From an optimization exercise on the open Yosys and OpenROAD flow, aimed at small area and a short achievable clock period; shortcuts taken in it are not production practice.
The RTL was checked by simulation tests, not by an equivalence proof against the original design.
Power is estimated from default activity; no workload was simulated.

==> design.v <==
package panda_pkg;
  typedef enum logic [3:0] {
    ALU_ADD,
    ALU_SUB,
    ALU_AND,
    ALU_OR,
    ALU_XOR,
    ALU_SLL,
    ALU_SRL,
    ALU_SRA,
    ALU_EQ,
    ALU_NE,
    ALU_LT,
    ALU_LTU,
    ALU_GE,
    ALU_GEU
  } alu_operator_e;
  typedef enum logic [6:0] {
    OPCODE_LOAD     = 7'b0000011,
    OPCODE_MISC_MEM = 7'b0001111,
    OPCODE_OP_IMM   = 7'b0010011,
    OPCODE_AUIPC    = 7'b0010111,
    OPCODE_STORE    = 7'b0100011,
    OPCODE_OP       = 7'b0110011,
    OPCODE_LUI      = 7'b0110111,
    OPCODE_BRANCH   = 7'b1100011,
    OPCODE_JALR     = 7'b1100111,
    OPCODE_JAL      = 7'b1101111,
    OPCODE_SYSTEM   = 7'b1110011
  } opcode_e;
endpackage
module panda_adder #(
  parameter int unsigned Width = 32
) (
  input  logic [Width-1:0] operand_a_i,
  input  logic [Width-1:0] operand_b_i,
  input  logic             subtract_i,
  output logic [Width-1:0] result_o
);
  logic [Width:0] operand_a_ext;
  logic [Width:0] operand_b_ext;
  logic [Width:0] result_ext;
  assign operand_a_ext = {operand_a_i, 1'b1};
  assign operand_b_ext = {operand_b_i ^ {Width{subtract_i}}, subtract_i};
  assign result_ext    = $unsigned(operand_a_ext) + $unsigned(operand_b_ext);
  assign result_o      = result_ext[Width:1];
endmodule
module panda_comparator_sub #(
  parameter int unsigned Width = 32
) (
  input  logic [Width-1:0] sub_result_i,  
  input  logic             msb_a_i,       
  input  logic             msb_b_i,       
  input  logic             sign_i,        
  output logic             is_equal_o,    
  output logic             is_less_o      
);
  assign is_equal_o = sub_result_i == {Width{1'b0}};
  always_comb begin
    if (msb_a_i ^ msb_b_i) begin
      is_less_o = msb_b_i ^ sign_i;
    end else begin
      is_less_o = sub_result_i[Width-1];
    end
  end
endmodule
module panda_shifter #(
  parameter int unsigned Width       = 32,
  parameter int unsigned AmountWidth = $clog2(Width)
) (
  input  logic                   left_i,
  input  logic                   arithmetic_i,
  input  logic [      Width-1:0] operand_i,
  input  logic [AmountWidth-1:0] amount_i,
  output logic [      Width-1:0] result_o
);
  logic [Width-1:0] operand_rev;
  logic [  Width:0] operand_ext;
  logic [  Width:0] result_ext;
  logic [Width-1:0] result_rev;
  for (genvar i = 0; i < Width; i++) begin
    assign operand_rev[i] = operand_i[Width-1-i];
  end
  assign operand_ext[Width-1:0] = left_i ? operand_rev : operand_i;
  assign operand_ext[Width] = arithmetic_i & operand_ext[Width-1];
  assign result_ext         = $signed(operand_ext) >>> amount_i;
  for (genvar i = 0; i < Width; i++) begin
    assign result_rev[i] = result_ext[Width-1-i];
  end
  assign result_o = left_i ? result_rev : result_ext[Width-1:0];
endmodule
module panda_alu #(
  parameter int unsigned Width = 32
) (
  input  panda_pkg::alu_operator_e operator_i,
  input  logic [Width-1:0]         operand_a_i,
  input  logic [Width-1:0]         operand_b_i,
  output logic [Width-1:0]         result_o
);
  logic             adder_sub;
  logic [Width-1:0] adder_result;
  always_comb begin
    adder_sub = 1'b0;
    unique case (operator_i)
      panda_pkg::ALU_SUB,
      panda_pkg::ALU_EQ,
      panda_pkg::ALU_NE,
      panda_pkg::ALU_LT,
      panda_pkg::ALU_LTU,
      panda_pkg::ALU_GE,
      panda_pkg::ALU_GEU : adder_sub = 1'b1;
      default : ;
    endcase
  end
  panda_adder #(
    .Width(Width)
  ) i_adder (
    .operand_a_i(operand_a_i ),
    .operand_b_i(operand_b_i ),
    .subtract_i (adder_sub   ),
    .result_o   (adder_result)
  );
  logic cmp_signed;
  logic is_equal;
  logic is_less;
  logic cmp_result;
  always_comb begin
    cmp_signed = 1'b0;
    unique case (operator_i)
      panda_pkg::ALU_LT,
      panda_pkg::ALU_GE  : cmp_signed = 1'b1;
      default : ;
    endcase
  end
  panda_comparator_sub #(
    .Width(Width)
  ) i_comparator (
    .sub_result_i(adder_result        ),
    .msb_a_i     (operand_a_i[Width-1]),
    .msb_b_i     (operand_b_i[Width-1]),
    .sign_i      (cmp_signed          ),
    .is_equal_o  (is_equal            ),
    .is_less_o   (is_less             )
  );
  always_comb begin
    cmp_result = is_equal;
    unique case (operator_i)
      panda_pkg::ALU_EQ  : cmp_result = is_equal;
      panda_pkg::ALU_NE  : cmp_result = ~is_equal;
      panda_pkg::ALU_LT,
      panda_pkg::ALU_LTU : cmp_result = is_less;
      panda_pkg::ALU_GE,
      panda_pkg::ALU_GEU : cmp_result = ~is_less;
      default : ;
    endcase
  end
  logic                     shift_left;
  logic                     shift_arithmetic;
  logic [$clog2(Width)-1:0] shift_amount;
  logic [        Width-1:0] shift_result;
  assign shift_left       = operator_i == panda_pkg::ALU_SLL;
  assign shift_arithmetic = operator_i == panda_pkg::ALU_SRA;
  assign shift_amount     = operand_b_i[$clog2(Width)-1:0];
  panda_shifter #(
    .Width(Width)
  ) i_shifter (
    .left_i      (shift_left      ),
    .arithmetic_i(shift_arithmetic),
    .operand_i   (operand_a_i     ),
    .amount_i    (shift_amount    ),
    .result_o    (shift_result    )
  );
  always_comb begin : proc_result_mux
    result_o = '0;
    unique case (operator_i)
      panda_pkg::ALU_ADD,
      panda_pkg::ALU_SUB : result_o = adder_result;
      panda_pkg::ALU_AND : result_o = operand_a_i & operand_b_i;
      panda_pkg::ALU_OR  : result_o = operand_a_i | operand_b_i;
      panda_pkg::ALU_XOR : result_o = operand_a_i ^ operand_b_i;
      panda_pkg::ALU_SLL,
      panda_pkg::ALU_SRL,
      panda_pkg::ALU_SRA : result_o = shift_result;
      panda_pkg::ALU_EQ,
      panda_pkg::ALU_NE,
      panda_pkg::ALU_LT,
      panda_pkg::ALU_LTU,
      panda_pkg::ALU_GE,
      panda_pkg::ALU_GEU : result_o = {{Width-1{1'b0}}, cmp_result};
      default : ;
    endcase
  end : proc_result_mux
endmodule
module panda_register_file #(
  parameter int unsigned Width = 32,
  parameter int unsigned Depth = 32
) (
  input  logic                     clk_i,
  input  logic                     rst_ni,
  input  logic [$clog2(Depth)-1:0] rs1_addr_i,
  output logic [        Width-1:0] rs1_data_o,
  input  logic [$clog2(Depth)-1:0] rs2_addr_i,
  output logic [        Width-1:0] rs2_data_o,
  input  logic [$clog2(Depth)-1:0] rd_addr_i,
  input  logic [        Width-1:0] rd_data_i,
  input  logic                     rd_we_i
);
  logic [Depth-1:0][Width-1:0] registers;
  logic [Depth-1:1][Width-1:0] registers_tmp;
  logic [Depth-1:0]            we;
  assign registers[0]         = '0;
  assign registers[Depth-1:1] = registers_tmp;
  assign rs1_data_o = registers[rs1_addr_i];
  assign rs2_data_o = registers[rs2_addr_i];
  assign we = ({{Depth-1{1'b0}}, 1'b1} << rd_addr_i) & {Depth{rd_we_i}};
  always_ff @(posedge clk_i or negedge rst_ni) begin
    if (~rst_ni) begin
      registers_tmp <= '0;
    end else begin
      for (int i = 1; i < Depth; i++) begin
        if (we[i]) begin
          registers_tmp[i] <= rd_data_i;
        end
      end
    end
  end
endmodule
module panda_exec (
  input  logic        clk_i,
  input  logic        rst_ni,
  input  logic [ 3:0] operator_i,
  input  logic [ 4:0] rs1_addr_i,
  input  logic [ 4:0] rs2_addr_i,
  input  logic [ 4:0] rd_addr_i,
  input  logic        rd_we_i,
  input  logic        use_imm_i,
  input  logic [31:0] imm_i,
  output logic [31:0] result_o
);
  logic [31:0] rs1_data;
  logic [31:0] rs2_data;
  logic [31:0] operand_b;
  logic [31:0] alu_result;
  logic [31:0] result_q;
  panda_register_file #(
    .Width(32),
    .Depth(32)
  ) i_register_file (
    .clk_i     (clk_i     ),
    .rst_ni    (rst_ni    ),
    .rs1_addr_i(rs1_addr_i),
    .rs1_data_o(rs1_data  ),
    .rs2_addr_i(rs2_addr_i),
    .rs2_data_o(rs2_data  ),
    .rd_addr_i (rd_addr_i ),
    .rd_data_i (alu_result),
    .rd_we_i   (rd_we_i   )
  );
  assign operand_b = use_imm_i ? imm_i : rs2_data;
  panda_alu #(
    .Width(32)
  ) i_alu (
    .operator_i (panda_pkg::alu_operator_e'(operator_i)),
    .operand_a_i(rs1_data  ),
    .operand_b_i(operand_b ),
    .result_o   (alu_result)
  );
  always_ff @(posedge clk_i or negedge rst_ni) begin
    if (~rst_ni) begin
      result_q <= '0;
    end else begin
      result_q <= alu_result;
    end
  end
  assign result_o = result_q;
endmodule
==> run.sh <==
#!/bin/bash
# synth_recipe.tcl (not shown) runs the flow's synth.tcl, then flattens the netlist and writes it again
# the make line also repeats each setting of config.mk as NAME=value (left out here)
make -C /OpenROAD-flow-scripts/flow DESIGN_CONFIG=/design/flow/config.mk WORK_HOME=/design/flow/orfs CLKGATE_MAP_FILE= SYNTH_SCRIPT=/design/flow/synth_recipe.tcl finish
==> config.mk <==
export PLATFORM = sky130hd
export DESIGN_NAME = panda_exec
export DESIGN_NICKNAME = panda_exec
export VERILOG_FILES = /design/flow/design.v
export SDC_FILE = /design/flow/constraint.sdc
export NUM_CORES = 4
export LEC_CHECK = 0
export CAP_MARGIN = 20
export CORE_MARGIN = 2
export CORE_UTILIZATION = 40
export SLEW_MARGIN = 20
==> constraint.sdc <==
create_clock -name core_clock -period 7.5 [get_ports {clk_i}]
set_input_delay 1.5000 -clock core_clock [delete_from_list [all_inputs] [get_ports {clk_i}]]
set_output_delay 1.5000 -clock core_clock [all_outputs]
set_load 0.01 [all_outputs]
==> flow_results.org <==
** Synth
- After synthesis, the largest area contributor takes up 40.9% of total cell area.
- Sequential fraction of the synthesis area :: 40.9%
- Number of synthesized flops with an enable pin :: 0
- Register bit count reported by yosys :: 1024
- Instance count of the mapped netlist :: 5897
- Async SR Flop Fraction :: 100%
- Yosys warnings :: 4
- In the synthesized netlist the dominant register cell turns out to be dfrtp_1.
- In this run, distinct cell masters in the synthesized netlist total 95.
- Cell accounting for the most synthesized area :: dfrtp_1
- Net count after synthesis :: 6051
- Ranked by total cell area, the synthesized netlist is headed by dfrtp_1, mux4_2, o21ai_0.
- After synthesis, the mean cell area works out to 10.6 µm².
- Synthesized area :: 0.0627 mm²

** Worst setup path
- Critical setup path kind :: in2reg
- Setup crit start kind :: primary input
- Worst r2r path cells :: 20
- On the worst path, the slowest cell contributes a delay of 0.61 ns.
- Cell repeated most along the worst path :: buf_4
- Cell family with the largest share of critical-path delay :: compound AO/OA/AOI/OAI gates
- The startpoint identified for the worst register-to-register timing path is i_register_file.registers_tmp[456].
- In this run the critical register-to-register path is captured at i_register_file.registers_tmp[32].
- Counting both buffers and inverters, the worst setup path holds a total of 7.
- STA classifies the critical path endpoint as a register.
- Setup slack on the worst reg-to-reg path comes out at 0.95 ns.
- For the worst setup path, the data required time is 8.19 ns.
- The slowest stage of the critical path belongs to the cell or4b_1.
- In this run the worst path has a maximum fanout of 32.
- Ordered list of cells on the worst path :: buf_8 -> buf_4 -> buf_12 -> mux4_2 -> mux4_2 -> mux2i_4 -> buf_4 -> o21ai_0 -> xnor2_1 -> buf_4 -> ha_1 -> a21o_1 -> a221o_1 -> buf_4 -> o41ai_1 -> o32ai_1 -> or4_1 -> nor4_4 -> a311oi_2 -> or4b_1 -> buf_12 -> a41oi_1
- Critical path data arrival time :: 7.95 ns

** Worst hold path
- Hold Crit Depth :: 2
- The tightest min-delay check is of the reg2reg type.
- For hold timing, the worst endpoint is i_register_file.registers_tmp[425].
- Beginning of the worst hold path :: i_register_file.registers_tmp[425]

** STA
- Clock period minus final worst setup slack :: 7.26 ns
- Highest clock frequency the design can meet :: 138 MHz
- For the pin with the worst max-slew slack, the measured transition is 1.23 ns.
- Relative slew slack :: 16.1%
- Setup slack after layout :: 0.244 ns
- The number of max-slew violations in the final report is 0.
- Setup repair after global routing left no endpoint under its margin.
- After layout, the worst path uses 96.7% of the clock period.
- Clock skew on the completed layout was measured at 0.0635 ns.
- The number of hold violations in the final report is 0.
- Setup violations remaining at the end of the flow were counted as 0.

** Floorplanning
- Top Ports :: 87
- Die outline area :: 0.160 mm²
- Starting density of the core :: 40.2%
- Standard-cell rows :: 145
- Height of the die :: 400 µm
- The total area inside the core boundary comes to 0.156 mm².
- Floorplan die width :: 400 µm

** Routing
- DRC violation count after routing :: 0
- Post-DR wirelength/cell :: 31.4 µm
- Via density per instance :: 6.46
- Total via count after detailed routing :: 54073
- The count of nets left with antenna violations once routing finished came out at 0.
- Summed over all layers, the routed wires come to 262 mm.
- In this run, the number of DRC markers left after iteration 0 of detailed routing was 7337.
- Number of detailed-routing iterations run before antenna repair :: 6

** Layout
- Of the cells placed in the final design, the portion with a size suffix greater than 1 is 28.2%.
- Nets :: 6364
- For this run, the share of the core covered by cells in the final layout is 48.0%.
- Cell Count, Final, Fillers Out :: 8366
- The layout has 14201 filler cells.
- Area delta synth->final :: 19.5%

** Placed design
- Placer Congestion :: 1.01
- Pre-CTS WS :: -0.860 ns
- Placed Instances :: 8149
- Input and output buffers added on the ports amount to 86.
- The wire-length estimate of the detail-placed layout is 180 mm.

** Power and ir drop
- PD cells :: 273 mW/mm²
- Max VDD drop :: 0.000201 V
- Power comes to 20.4 mW.
- Static Leak :: 31.9 nW

** CTS
- CTS tree :: yes
- For this design, the sink count on the clock tree is 1024.
- No sink is reached through more buffers than the 3 on the longest clock path.
- CTS built an H-tree with a depth of 3.
- Clock Latency Late Sink :: 0.80 ns
- Number of clock buffers inserted by TritonCTS :: 110
- The root buffer cell chosen for the clock tree is clkbuf_16.
- Clock transition time at the flip-flop clock pins of the worst setup and hold paths :: 0.06 ns

** Global route
- Maximum number of pins on one net before global-route repair :: 180
- Global routing used 32.7% of the available tracks.
- The first global-routing pass estimated 378 mm of wire.
- The total overflow left after global routing is 0.
- Antenna violations before repair :: 11
- The via count of the first global-routing pass came to 52442.

** Outcome
- Run status :: no timing/DRC/antenna violations

** Job
- Count of max-cap constraint violations :: 0
-- cell usage in the layout, fill, tap and decap left out, drive strengths merged, types with 75 or more instances in the layout --
cell type	count
dfrtp	1024
mux2i	247
clkbuf	143
a221oi	204
mux2	252
ha	99
a21oi	212
buf	696
inv	107
o21ai	659
o22ai	75
mux4	492
nor2	510
nand2	756
-- metal layers --
metal	share of wire [%]	track usage (%)
met5	0.040	0
met4	5.9	16.2
met3	11	8.58
met2	44	48.4
met1	40	44.3
-- cell usage after synthesis, types with 20 or more instances --
library cell  count
buf_4            20
nand2_1         756
nor2b_1          20
a211oi_1         25
a21o_1           22
a32oi_1          24
a22oi_1          56
mux4_2          492
a31oi_1          46
clkbuf_1        415
mux2_2          252
buf_1            33
mux2i_1         246
inv_1            98
dfrtp_1        1024
xnor2_1          42
ha_1             99
nor2_1          510
o21ai_0         647
buf_2            81
nor3_1           38
a41oi_1          27
a221oi_1        202
a21oi_1         212
nand3_1          74
o22ai_1          75
o211ai_1         34
-- tightest hold or removal path: cells and delay by family, from the launching register on --
family / cells / cell delay (ns)
compound gates: 1 / 0.06
flops: 1 / 0.35
simple gates: 1 / 0.05
-- cell type report --
| cell class | instances | area [µm²] | share of cell area [%] |
|---|---|---|---|
| Antenna cell | 4 | 10.0 | 0.0134 |
| Clock buffer | 143 | 3100 | 4.13 |
| Clock inverter | 63 | 917 | 1.22 |
| Inverter | 105 | 397 | 0.529 |
| Multi-Input combinational cell | 4199 | 34900 | 46.6 |
| Sequential cell | 1024 | 25600 | 34.2 |
| Tap cell | 2058 | 2570 | 3.44 |
| Timing Repair Buffer | 770 | 7390 | 9.87 |
-- worst max-delay path by stage --
stage                  start                            endpoint  slack [ns]  depth (start not counted)
2_1_floorplan  rs2_addr_i[0]   i_register_file.registers_tmp[32]       -0.02                         29
3_3_place_gp   rs2_addr_i[0]  i_register_file.registers_tmp[832]       -0.85                         23
3_5_place_dp   rs2_addr_i[0]  i_register_file.registers_tmp[800]       -0.86                         21
4_1_cts        rs2_addr_i[0]  i_register_file.registers_tmp[800]        0.06                         21
5_1_grt        rs2_addr_i[0]  i_register_file.registers_tmp[832]        0.03                         25
6_report       rs2_addr_i[0]   i_register_file.registers_tmp[32]        0.24                         22
-- kinds of logic (layout without fill, tap and decap cells) --
group                    count (synthesis)  count (layout)  synth area share [%]
multiplexers                           991             991                  26.2
buffers and inverters                  674            1081                  4.57
other                                    0               4                     0
XOR/XNOR                                55              55                 0.768
flip-flops                            1024            1024                  40.9
adder cells (fa/ha/maj)                 99              99                  1.98
AO/OA/AOI/OAI                         1519            1519                  15.4
AND/OR/NAND/NOR                       1535            1535                  10.3
-- state kept, by name (all words and copies together), names as in the netlist --
signal	cells
i_register_file.registers_tmp	992
result_q	32
-- repair_timing --
item,in CTS,in global routing
hold buffers,0,0
pin swaps,0,1
cloned,0,0
resized for setup,1,8
endpoints found under the setup margin,31,32
setup buffers,0,4
-- where the power goes --
group / internal (mW) / leakage [nW] / total [mW] / switching (mW)
Sequential: 6.65 / 13.4 / 7.54 / 0.889
Clock: 3.52 / 1.93 / 6.06 / 2.54
Combinational: 3.17 / 16.6 / 6.84 / 3.67
Total: 13.3 / 31.9 / 20.4 / 7.10
-- stage by stage --
stage	setup TNS, ns	hold WS (ns)	cell area, µm²
final	0	0.496	74900
after global routing	0	0.522	74900
after CTS	0	0.499	74800
after detailed placement	-31.30	0.485	70800
after global placement	-35.15	0.474	70800
after floorplan	-0.338	0.461	63400

[port drivers added, routing unchanged]
Ports are ideal in the flow. The routed layout listed here was re-timed in OpenROAD.
Step 1: set_driving_cell puts a clkbuf_16 on clk_i and a buf_2 on each other input, an assumption about the parent block.
Step 2 also shifts input and output timing later by t, the mid clock arrival at the registers, as if the neighbouring blocks saw the same clock.
Three values: ideal, step 1, step 2; two values: the first two.
t, ns: 0.839
setup slack, ns: 0.244 / 0.264 / -0.575
pins driven straight from the clock port: 1
With both steps, setup timing fails in this run, where it was met with ideal ports. The setup slack of this run moves by +0.020 ns with the drivers and by -0.819 ns with both steps.
